Source: an optimization exercise on an open RTL-to-GDS flow (aim: small area and a short achievable clock period). Production flows keep margins and buffers that such runs may drop.
RTL that was checked went through simulation tests only; none was proved equivalent to the original.

==> inputs of 02-27 <==
==> flow/design.v (excerpt) <==
module MACRegister(
    input clk,
    input rst,
    input [1:0] opcode,
    input [15:0] a,
    input [15:0] b,
    output [31:0] dataOut
    );
export LEC_CHECK = 0
export CAP_MARGIN = 20
export CORE_MARGIN = 2
export CORE_UTILIZATION = 55
export PLACE_DENSITY = 0.75
export SETUP_SLACK_MARGIN = 1.0
export SLEW_MARGIN = 20
export SYNTH_HIERARCHICAL = 1
export SYNTH_MINIMUM_KEEP_SIZE = 0
create_clock -name core_clock -period 19.0 [get_ports {clk}]
standard.sh (not shown) runs the stock make flow with config.mk's settings and CLKGATE_MAP_FILE= SYNTH_SCRIPT=/design/flow/synth_recipe.tcl, a recipe that flattens the netlist after the stock synthesis.
==> flow/flow/run.sh <==
#!/bin/bash
# Standard ORFS layout, with buf_2 port buffers; timing repair aims for 9.5 ns of setup slack
# at the design's clock period, then power recovery downsizes cells off the critical paths.
set -euo pipefail
bash standard.sh "BUFFER_PORTS_ARGS=-buffer_cell sky130_fd_sc_hd__buf_2" "SETUP_SLACK_MARGIN=9.5" "RECOVER_POWER=100" finish > make_finish.log 2>&1
==> 08-14: changes against 02-27 <==
--- a/flow/design.v
+++ b/flow/design.v
@@ -106,17 +106,16 @@
     wire s353, c354, s355, c356, s357, c358, s359, c360, s361, c362, s363, c364, s365, c366, s367, c368;
     wire s369, c370, s371, c372, s373, c374, s375, c376, s377, c378, s379, c380, s381, c382, s383, c384;
     wire s385, c386, s387, c388, s389, c390, s391, c392, s393, c394, s395, c396, s397, c398, s399, c400;
     wire s401, c402, s403, c404, s405, c406, s407, c408, s409, c410, s411, c412, s413, c414, s415, c416;
     wire s417, c418, s419, c420, s421, c422, s423, c424, s425, c426, s427, c428, s429, c430, s431, c432;
     wire s433, c434, s435, c436, s437, c438, s439, c440, s441, c442, s443, c444, s445, c446, s447, c448;
     wire s449, c450, s451, c452, s453, c454, s455, c456, s457, c458, s459, c460, s461, c462, s463, c464;
     wire s465, c466, s467, c468, s469, c470, s471, c472, s473, c474, s475, c476, s477, c478, s479, c480;
-    wire s481, c482, s483, c484, s485, c486, s487, c488, s489, c490, s491, c492;
     HalfAdderN ha0(rt[12], pp0_12, s1, c2);
     FullAdder fa0(rt[13], pp0_13, pp10_3, s3, c4);
     HalfAdderN ha1(pp11_2, pp12_1, s5, c6);
     FullAdder fa1(rt[14], pp0_14, pp10_4, s7, c8);
     FullAdder fa2(pp11_3, pp12_2, pp13_1, s9, c10);
     HalfAdderN ha2(pp14_0, pp1_13, s11, c12);
     FullAdder fa3(rt[15], pp0_15, pp10_5, s13, c14);
     FullAdder fa4(pp11_4, pp12_3, pp13_2, s15, c16);
@@ -347,27 +346,19 @@
     FullAdder fa216(s345, c406, s407, s465, c466);
     FullAdder fa217(s349, c408, s409, s467, c468);
     FullAdder fa218(c350, s411, c410, s469, c470);
     FullAdder fa219(c354, s413, c412, s471, c472);
     FullAdder fa220(c358, c414, s415, s473, c474);
     FullAdder fa221(c362, s417, c416, s475, c476);
     FullAdder fa222(c364, s419, c418, s477, c478);
     FullAdder fa223(rt[30], pp15_15, c420, s479, c480);
-    HalfAdderN ha16(rt[0], pp0_0, s481, c482);
-    FullAdder fa224(pp1_0, c482, s421, s483, c484);
-    FullAdder fa225(c422, c484, s423, s485, c486);
-    FullAdder fa226(c424, s425, c486, s487, c488);
-    FullAdder fa227(c426, s427, c488, s489, c490);
-    FullAdder fa228(c428, s429, c490, s491, c492);
-    wire [31:0] x = {c480, c478, c476, c474, c472, c470, c468, c466, c464, c462, c460, c458, c456, c454, c452, c450, c448, c446, c444, c442, c440, c438, c436, c434, c432, c430, s491, s489, s487, s485, s483, s481};
-    wire [31:0] y = {rt[31], s479, s477, s475, s473, s471, s469, s467, s465, s463, s461, s459, s457, s455, s453, s451, s449, s447, s445, s443, s441, s439, s437, s435, s433, s431, 1'b1, 1'b1, 1'b1, 1'b1, 1'b1, 1'b1};
-    wire [31:0] st;
-    assign st[5:0] = x[5:0];
-    assign st[31:6] = x[31:6] + y[31:6] + c492;
+    wire [31:0] x = {c480, c478, c476, c474, c472, c470, c468, c466, c464, c462, c460, c458, c456, c454, c452, c450, c448, c446, c444, c442, c440, c438, c436, c434, c432, c430, c428, c426, c424, c422, s421, rt[0]};
+    wire [31:0] y = {rt[31], s479, s477, s475, s473, s471, s469, s467, s465, s463, s461, s459, s457, s455, s453, s451, s449, s447, s445, s443, s441, s439, s437, s435, s433, s431, s429, s427, s425, s423, pp1_0, pp0_0};
+    wire [31:0] st = x + y + 1'b1;
     always @ (posedge clk) begin
         if (rst)
             register <= 32'd0;
         else case (opcode)
             2'd1:  
                 register <= {a, b};
             2'd2:  
                 register <= ~st;
==> flow/flow/run.sh (replaced) <==
#!/bin/bash
# Standard ORFS layout, with buf_2 port buffers, and timing repair aiming for 10.5 ns of
# setup slack at the design's clock period (i.e. a tighter internal target).
set -euo pipefail
bash standard.sh "BUFFER_PORTS_ARGS=-buffer_cell sky130_fd_sc_hd__buf_2" "SETUP_SLACK_MARGIN=10.5" finish > make_finish.log 2>&1
- CORE_UTILIZATION: 55 -> 40
- PLACE_DENSITY: 0.75 -> not set
==> flow_summary.yaml <==
status:
  status: "complete, no violations"
routing:
  wirelength_mm: 28.2
critical_path:
  critPathLaunch: "a[10]"
grt:
  grt_use_total_pct: 24.3
finish:
  multi_input_area_um2: 8440
synthesis:
  synth_top_area_share_pct: 48.8
the above is filed under 08-14

==> flow_summary.yaml <==
sta:
  slew_violations: 103
grt:
  grt_use_total_pct: 31.2
finish:
  multi_input_area_um2: 7870
routing:
  wirelength_mm: 25.6
status:
  status: "failed layout checks"
  check.faults: "capacitance limit, slew limit"
synthesis:
  synth_top_area_share_pct: 51.2
flow_run:
  cap_violations: 2
the above is filed under 02-27

Function not checked in 08-14: the RTL went through the layout flow alone.

==> re-timing with driven ports <==
Ports are ideal in the flow. The routed layouts listed here were re-timed in OpenROAD. Step 1 (the two cells are an assumption about what drives the block):
set clk [get_ports {clk}]
set_driving_cell -lib_cell sky130_fd_sc_hd__clkbuf_16 $clk
set_driving_cell -lib_cell sky130_fd_sc_hd__buf_2 [delete_from_list [all_inputs] $clk]
Step 2 also shifts input and output timing later by t, the mid clock arrival at the registers, as if the neighbouring blocks saw the same clock. a / b / c = ideal ports / drivers / drivers and shift; a / b = the first two.
| run | t (ns) | setup slack, ns | worst data-port slew with drivers (ns) | pins driven straight from the clock port |
|---|---|---|---|---|
| 02-27 | 0.326 | 9.421 / 9.428 / 9.103 | 0.03 | 1 |
| 08-14 | 0.324 | 10.538 / 10.493 / 10.169 | 0.08 | 1 |
The setup slack of 08-14, which loses most, moves by -0.045 ns with the drivers and by -0.369 ns with both steps.
